From an optimization exercise on the open Yosys and OpenROAD flow, aimed at small area and a short achievable clock period; shortcuts taken in it are not production practice.
The flow treats the clock pin as an ideal source. Dropping or thinning the clock tree relies on that and would not hold on a real chip.
Power figures rest on the tool's default switching activity, not on a simulated workload.

==> flow/design.v (excerpt) <==
module mac_unit(input clk,en,clr,
                input [15:0]a,b,
                output [39:0]c);
Size: about 1100 cells after synthesis, about 190 flip-flops, about 75 I/O pins, about 0.012 sq mm of cells after synthesis.
==> flow/config.mk <==
export PLATFORM = sky130hd
export DESIGN_NAME = mac_unit
export DESIGN_NICKNAME = mac_unit
export VERILOG_FILES = /design/flow/design.v
export SDC_FILE = /design/flow/constraint.sdc
export NUM_CORES = 4
export LEC_CHECK = 0
export CAP_MARGIN = 20
export CORE_MARGIN = 2
export CORE_UTILIZATION = 40
export SLEW_MARGIN = 20
export SYNTH_HIERARCHICAL = 1
export SYNTH_MINIMUM_KEEP_SIZE = 0
==> flow/constraint.sdc <==
create_clock -name core_clock -period 13.5 [get_ports {clk}]
set_input_delay 2.7000 -clock core_clock [delete_from_list [all_inputs] [get_ports {clk}]]
set_output_delay 2.7000 -clock core_clock [all_outputs]
set_load 0.01 [all_outputs]
standard.sh (not shown) runs the stock make flow with config.mk's settings and CLKGATE_MAP_FILE= SYNTH_SCRIPT=/design/flow/synth_recipe.tcl, a recipe that flattens the netlist after the stock synthesis.
==> flow/flow/run.sh <==
#!/bin/bash
# The standard layout (standard.sh), with these changes:
#  - every port gets a buf_1 buffer (ORFS's buffer_ports with -buffer_cell);
#  - after CTS (flow/clocktree.tcl) the clock tree is rebuilt as two balanced
#    levels of clkbuf_16 buffers (4 on the clock port, 8 driving the flip-flops);
#  - setup repair aims for 9.85 ns of slack at the design's clock period, and
#    does not remove buffers (so every port keeps its buffer); it may resize a
#    cell to one of another footprint (MATCH_CELL_FOOTPRINT=0).
# ORFS writes each step's full log under orfs/logs/; make's own output goes to standard.log.
export BUFFER_PORTS_ARGS="-buffer_cell sky130_fd_sc_hd__buf_1"
export PRE_RESIZE_TCL=$PWD/flow/sizes.tcl
export POST_CTS_TCL=$PWD/flow/clocktree.tcl
export SETUP_SLACK_MARGIN=9.85
export SKIP_BUFFER_REMOVAL=1
export MATCH_CELL_FOOTPRINT=0
bash standard.sh > standard.log 2>&1
==> flow/flow/clocktree.tcl <==
# Two-level clock tree in place of the one CTS builds: the clock port drives four
# clkbuf_16 buffers, one per quadrant of the flip-flops, and each of these drives
# two clkbuf_16 buffers, one per half of its quadrant, which drive the flip-flops'
# clock pins. The groups are cut at median coordinates, so every flip-flop's clock
# goes through two equal buffers.
set block [ord::get_db_block]
set db [ord::get_db]
set bufm [$db findMaster sky130_fd_sc_hd__clkbuf_16]
set clk_net [$block findNet clk]

set ffs {}
foreach inst [$block getInsts] {
  if {[string match "sky130_fd_sc_hd__df*" [[$inst getMaster] getName]]} {
    lappend ffs $inst
  }
}
# remove the CTS buffers, its dummy loads, and its nets
set old_nets {}
foreach inst [$block getInsts] {
  if {[string match "clkload*" [$inst getName]]} {
    odb::dbInst_destroy $inst
  } elseif {[string match "clkbuf_*_clk" [$inst getName]]} {
    set onet [[$inst findITerm X] getNet]
    if {$onet != "NULL"} { lappend old_nets $onet }
    odb::dbInst_destroy $inst
  }
}
foreach ff $ffs {
  set it [$ff findITerm CLK]
  set n [$it getNet]
  if {$n != "NULL" && [$n getName] != "clk"} { $it disconnect }
}
foreach n $old_nets {
  if {[llength [$n getITerms]] == 0} { odb::dbNet_destroy $n }
}
if {[llength [$clk_net getITerms]] != 0} { error "clock port still drives cells" }

proc ffx {ff} { return [lindex [$ff getLocation] 0] }
proc ffy {ff} { return [lindex [$ff getLocation] 1] }
proc split2 {l axis} {
  set s [lsort -command [list apply {{axis a b} {expr {[ff$axis $a] - [ff$axis $b]}}} $axis] $l]
  set h [expr {[llength $s] / 2}]
  return [list [lrange $s 0 [expr {$h - 1}]] [lrange $s $h end]]
}
proc centroid {l} {
  set sx 0; set sy 0
  foreach ff $l { set sx [expr {$sx + [ffx $ff]}]; set sy [expr {$sy + [ffy $ff]}] }
  return [list [expr {$sx / [llength $l]}] [expr {$sy / [llength $l]}]]
}
proc add_buf {block bufm name loc in_net out_name} {
  set buf [odb::dbInst_create $block $bufm $name]
  $buf setLocation {*}$loc
  $buf setPlacementStatus PLACED
  [$buf findITerm A] connect $in_net
  set net [odb::dbNet_create $block $out_name]
  $net setSigType CLOCK
  [$buf findITerm X] connect $net
  return $net
}
set quads {}
foreach half [split2 $ffs x] { lappend quads {*}[split2 $half y] }
set k 0
foreach q $quads {
  set rnet [add_buf $block $bufm "clkroot_$k" [centroid $q] $clk_net "clknet_root_$k"]
  set j 0
  foreach part [split2 $q x] {
    set lnet [add_buf $block $bufm "clkleaf_${k}_$j" [centroid $part] $rnet "clknet_leaf_${k}_$j"]
    foreach ff $part { [$ff findITerm CLK] connect $lnet }
    puts "clock buffer clkleaf_${k}_$j drives [llength $part] flip-flops"
    incr j
  }
  incr k
}

detailed_placement
check_placement -verbose
estimate_parasitics -placement
report_clock_skew
==> flow/flow/sizes.tcl <==
# Sizes of the output buffers (made by buffer_ports, named output*) and of the
# accumulator flip-flops that drive them.
foreach inst [get_cells {output*}] {
  replace_cell $inst sky130_fd_sc_hd__buf_4
}
foreach inst [get_cells {a1.acc*}] {
  replace_cell $inst sky130_fd_sc_hd__dfxtp_4
}
# the input buffers of en and clr, which drive the accumulator's control gates
foreach port {en clr} {
  foreach inst [get_cells -of_objects [get_nets $port]] {
    replace_cell $inst sky130_fd_sc_hd__buf_2
  }
}
foreach inst [get_cells {m1.ra* m1.rb*}] {
  replace_cell $inst sky130_fd_sc_hd__dfxtp_4
}
Then changed:
==> flow/flow/run.sh (replaced) <==
#!/bin/bash
# The standard layout (standard.sh), with these changes:
#  - every port gets a buf_1 buffer (ORFS's buffer_ports with -buffer_cell);
#  - after CTS (flow/clocktree.tcl) the clock tree is rebuilt as two balanced
#    levels of clkbuf_16 buffers (4 on the clock port, 8 driving the flip-flops);
#  - setup repair aims for 9.50 ns of slack at the design's clock period, and
#    does not remove buffers (so every port keeps its buffer).
# ORFS writes each step's full log under orfs/logs/; make's own output goes to standard.log.
export BUFFER_PORTS_ARGS="-buffer_cell sky130_fd_sc_hd__buf_1"
export PRE_RESIZE_TCL=$PWD/flow/sizes.tcl
export POST_CTS_TCL=$PWD/flow/clocktree.tcl
export SETUP_SLACK_MARGIN=9.50
export SKIP_BUFFER_REMOVAL=1
bash standard.sh > standard.log 2>&1
--- a/flow/flow/sizes.tcl
+++ b/flow/flow/sizes.tcl
@@ -3,6 +3,6 @@
 foreach inst [get_cells {output*}] {
-  replace_cell $inst sky130_fd_sc_hd__buf_4
+  replace_cell $inst sky130_fd_sc_hd__buf_2
 }
 foreach inst [get_cells {a1.acc*}] {
-  replace_cell $inst sky130_fd_sc_hd__dfxtp_4
+  replace_cell $inst sky130_fd_sc_hd__dfxtp_2
 }
Effect: The new run finished with timing, DRC and antenna clean; cell count decreases by 2.4%; final area fell by about 3.8%; first-iteration DRC count went down by about 12%; die area does not change; register-to-register slack barely changes; setup slack got worse by 0.010 ns; via count drops by about 2.7%; hold slack gets worse by 0.0051 ns.
Then changed:
--- a/flow/flow/run.sh
+++ b/flow/flow/run.sh
@@ -5,3 +5,3 @@
 #    levels of clkbuf_16 buffers (4 on the clock port, 8 driving the flip-flops);
-#  - setup repair aims for 9.50 ns of slack at the design's clock period, and
+#  - setup repair aims for 9.85 ns of slack at the design's clock period, and
 #    does not remove buffers (so every port keeps its buffer).
@@ -11,3 +11,3 @@
 export POST_CTS_TCL=$PWD/flow/clocktree.tcl
-export SETUP_SLACK_MARGIN=9.50
+export SETUP_SLACK_MARGIN=9.85
 export SKIP_BUFFER_REMOVAL=1
--- a/flow/flow/sizes.tcl
+++ b/flow/flow/sizes.tcl
@@ -3,6 +3,6 @@
 foreach inst [get_cells {output*}] {
-  replace_cell $inst sky130_fd_sc_hd__buf_2
+  replace_cell $inst sky130_fd_sc_hd__buf_4
 }
 foreach inst [get_cells {a1.acc*}] {
-  replace_cell $inst sky130_fd_sc_hd__dfxtp_2
+  replace_cell $inst sky130_fd_sc_hd__dfxtp_4
 }
After rerunning: The changed run finished clean. Area after synthesis stays the same. Cell count came out higher by 2.4%. Setup slack gains 0.010 ns. Sequential share of layout area came out lower by 0.41 points. Maximum frequency barely changes. Design area came out higher by 3.9%. Utilization came out higher by 1.7 points.
Then changed:
--- a/flow/flow/run.sh
+++ b/flow/flow/run.sh
@@ -4,4 +4,4 @@
 #  - after CTS (flow/clocktree.tcl) the clock tree is rebuilt as two balanced
-#    levels of clkbuf_16 buffers (4 on the clock port, 8 driving the flip-flops);
-#  - setup repair aims for 9.85 ns of slack at the design's clock period, and
+#    levels of inverters (4 inv_8 on the clock port, 8 inv_16 driving the flip-flops);
+#  - setup repair aims for 9.70 ns of slack at the design's clock period, and
 #    does not remove buffers (so every port keeps its buffer).
@@ -11,3 +11,3 @@
 export POST_CTS_TCL=$PWD/flow/clocktree.tcl
-export SETUP_SLACK_MARGIN=9.85
+export SETUP_SLACK_MARGIN=9.70
 export SKIP_BUFFER_REMOVAL=1
--- a/flow/flow/clocktree.tcl
+++ b/flow/flow/clocktree.tcl
@@ -1,9 +1,5 @@
-# Two-level clock tree in place of the one CTS builds: the clock port drives four
-# clkbuf_16 buffers, one per quadrant of the flip-flops, and each of these drives
-# two clkbuf_16 buffers, one per half of its quadrant, which drive the flip-flops'
-# clock pins. The groups are cut at median coordinates, so every flip-flop's clock
-# goes through two equal buffers.
 set block [ord::get_db_block]
 set db [ord::get_db]
-set bufm [$db findMaster sky130_fd_sc_hd__clkbuf_16]
+set leafm [$db findMaster sky130_fd_sc_hd__inv_16]
+set rootm [$db findMaster sky130_fd_sc_hd__inv_8]
 set clk_net [$block findNet clk]
@@ -49,4 +45,4 @@
 }
-proc add_buf {block bufm name loc in_net out_name} {
-  set buf [odb::dbInst_create $block $bufm $name]
+proc add_buf {block master name loc in_net out_name} {
+  set buf [odb::dbInst_create $block $master $name]
   $buf setLocation {*}$loc
@@ -56,3 +52,3 @@
   $net setSigType CLOCK
-  [$buf findITerm X] connect $net
+  [$buf findITerm Y] connect $net
   return $net
@@ -63,8 +59,8 @@
 foreach q $quads {
-  set rnet [add_buf $block $bufm "clkroot_$k" [centroid $q] $clk_net "clknet_root_$k"]
+  set rnet [add_buf $block $rootm "clkroot_$k" [centroid $q] $clk_net "clknet_root_$k"]
   set j 0
   foreach part [split2 $q x] {
-    set lnet [add_buf $block $bufm "clkleaf_${k}_$j" [centroid $part] $rnet "clknet_leaf_${k}_$j"]
+    set lnet [add_buf $block $leafm "clkleaf_${k}_$j" [centroid $part] $rnet "clknet_leaf_${k}_$j"]
     foreach ff $part { [$ff findITerm CLK] connect $lnet }
-    puts "clock buffer clkleaf_${k}_$j drives [llength $part] flip-flops"
+    puts "clock inverter clkleaf_${k}_$j drives [llength $part] flip-flops"
     incr j
--- a/flow/flow/sizes.tcl
+++ b/flow/flow/sizes.tcl
@@ -3,6 +3,6 @@
 foreach inst [get_cells {output*}] {
-  replace_cell $inst sky130_fd_sc_hd__buf_4
+  replace_cell $inst sky130_fd_sc_hd__buf_2
 }
 foreach inst [get_cells {a1.acc*}] {
-  replace_cell $inst sky130_fd_sc_hd__dfxtp_4
+  replace_cell $inst sky130_fd_sc_hd__dfxtp_2
 }
The new run passed the timing, DRC and antenna checks.
Die area stays the same.
Routed wire length fell by 2.0%.
Worst setup slack is worse by 0.035 ns.
Power falls by 5.6%.
Then changed:
--- a/flow/flow/run.sh
+++ b/flow/flow/run.sh
@@ -4,3 +4,3 @@
 #  - after CTS (flow/clocktree.tcl) the clock tree is rebuilt as two balanced
-#    levels of inverters (4 inv_8 on the clock port, 8 inv_16 driving the flip-flops);
+#    levels of clkbuf_16 buffers (4 on the clock port, 8 driving the flip-flops);
 #  - setup repair aims for 9.70 ns of slack at the design's clock period, and
--- a/flow/flow/clocktree.tcl
+++ b/flow/flow/clocktree.tcl
@@ -1,5 +1,9 @@
+# Two-level clock tree in place of the one CTS builds: the clock port drives four
+# clkbuf_16 buffers, one per quadrant of the flip-flops, and each of these drives
+# two clkbuf_16 buffers, one per half of its quadrant, which drive the flip-flops'
+# clock pins. The groups are cut at median coordinates, so every flip-flop's clock
+# goes through two equal buffers.
 set block [ord::get_db_block]
 set db [ord::get_db]
-set leafm [$db findMaster sky130_fd_sc_hd__inv_16]
-set rootm [$db findMaster sky130_fd_sc_hd__inv_8]
+set bufm [$db findMaster sky130_fd_sc_hd__clkbuf_16]
 set clk_net [$block findNet clk]
@@ -45,4 +49,4 @@
 }
-proc add_buf {block master name loc in_net out_name} {
-  set buf [odb::dbInst_create $block $master $name]
+proc add_buf {block bufm name loc in_net out_name} {
+  set buf [odb::dbInst_create $block $bufm $name]
   $buf setLocation {*}$loc
@@ -52,3 +56,3 @@
   $net setSigType CLOCK
-  [$buf findITerm Y] connect $net
+  [$buf findITerm X] connect $net
   return $net
@@ -59,8 +63,8 @@
 foreach q $quads {
-  set rnet [add_buf $block $rootm "clkroot_$k" [centroid $q] $clk_net "clknet_root_$k"]
+  set rnet [add_buf $block $bufm "clkroot_$k" [centroid $q] $clk_net "clknet_root_$k"]
   set j 0
   foreach part [split2 $q x] {
-    set lnet [add_buf $block $leafm "clkleaf_${k}_$j" [centroid $part] $rnet "clknet_leaf_${k}_$j"]
+    set lnet [add_buf $block $bufm "clkleaf_${k}_$j" [centroid $part] $rnet "clknet_leaf_${k}_$j"]
     foreach ff $part { [$ff findITerm CLK] connect $lnet }
-    puts "clock inverter clkleaf_${k}_$j drives [llength $part] flip-flops"
+    puts "clock buffer clkleaf_${k}_$j drives [llength $part] flip-flops"
     incr j
What happened:
- maximum frequency grows by 0.68%
- design area rose by 0.72%
- clock power went up by 20%
- core utilization is higher by 0.31 points
- sequential share of layout area falls by 0.22 points
- worst setup slack improves by 0.024 ns
- clock skew increases by 0.0073 ns
Then changed:
--- a/flow/flow/run.sh
+++ b/flow/flow/run.sh
@@ -5,3 +5,3 @@
 #    levels of clkbuf_16 buffers (4 on the clock port, 8 driving the flip-flops);
-#  - setup repair aims for 9.70 ns of slack at the design's clock period, and
+#  - setup repair aims for 9.95 ns of slack at the design's clock period, and
 #    does not remove buffers (so every port keeps its buffer).
@@ -11,3 +11,3 @@
 export POST_CTS_TCL=$PWD/flow/clocktree.tcl
-export SETUP_SLACK_MARGIN=9.70
+export SETUP_SLACK_MARGIN=9.95
 export SKIP_BUFFER_REMOVAL=1
--- a/flow/flow/sizes.tcl
+++ b/flow/flow/sizes.tcl
@@ -3,6 +3,6 @@
 foreach inst [get_cells {output*}] {
-  replace_cell $inst sky130_fd_sc_hd__buf_2
+  replace_cell $inst sky130_fd_sc_hd__buf_4
 }
 foreach inst [get_cells {a1.acc*}] {
-  replace_cell $inst sky130_fd_sc_hd__dfxtp_2
+  replace_cell $inst sky130_fd_sc_hd__dfxtp_4
 }
The changed run passed the timing, DRC and antenna checks.
Sequential share of layout area fell by 1.2 points.
Wire length grows by a few percent.
Die area does not change.
Total power went up by a few percent.
Function was not checked in any run of this note: the RTL went through the layout flow alone. No run of this note takes its clock network from TritonCTS; it comes from the design's own scripts or RTL.

==> re-timing with driven ports <==
Ports are ideal in the flow. The routed layouts listed here were re-timed in OpenROAD.
Step 1: set_driving_cell puts a clkbuf_16 on clk and a buf_2 on each other input, an assumption about the parent block.
Step 2 times the ports against the registers' clock, not the clock port: input delays grow and output delays shrink by t, the midpoint of the rising clock arrivals with the driver on.
a / b / c = ideal ports / drivers / drivers and shift; a / b = the first two.
| run | t, ns | setup slack, ns | worst hold slack (ns) | clock arrival spread, ns | worst data-port slew with drivers (ns) |
|---|---|---|---|---|---|
| the first run | 0.385 | 9.958 / 9.916 / 9.731 | 0.329 / 0.329 / 0.329 | 0.023 / 0.023 | 0.04 |
| the second run | 0.384 | 9.948 / 9.880 / 9.760 | 0.324 / 0.324 / 0.324 | 0.031 / 0.031 | 0.04 |
| the third run | 0.385 | 9.958 / 9.916 / 9.731 | 0.329 / 0.329 / 0.329 | 0.023 / 0.023 | 0.04 |
| the fourth run | 0.279 | 9.923 / 9.952 / 9.759 | 0.323 / 0.323 / 0.323 | 0.022 / 0.024 | 0.04 |
| the fifth run | 0.384 | 9.948 / 9.880 / 9.760 | 0.324 / 0.324 / 0.324 | 0.031 / 0.031 | 0.04 |
| the sixth run | 0.381 | 10.030 / 9.935 / 9.736 | 0.328 / 0.328 / 0.328 | 0.023 / 0.022 | 0.04 |
After both steps every run listed still meets setup and hold. For the sixth run, which loses most, drivers alone change the setup slack by -0.095 ns; drivers and shift together by -0.294 ns.
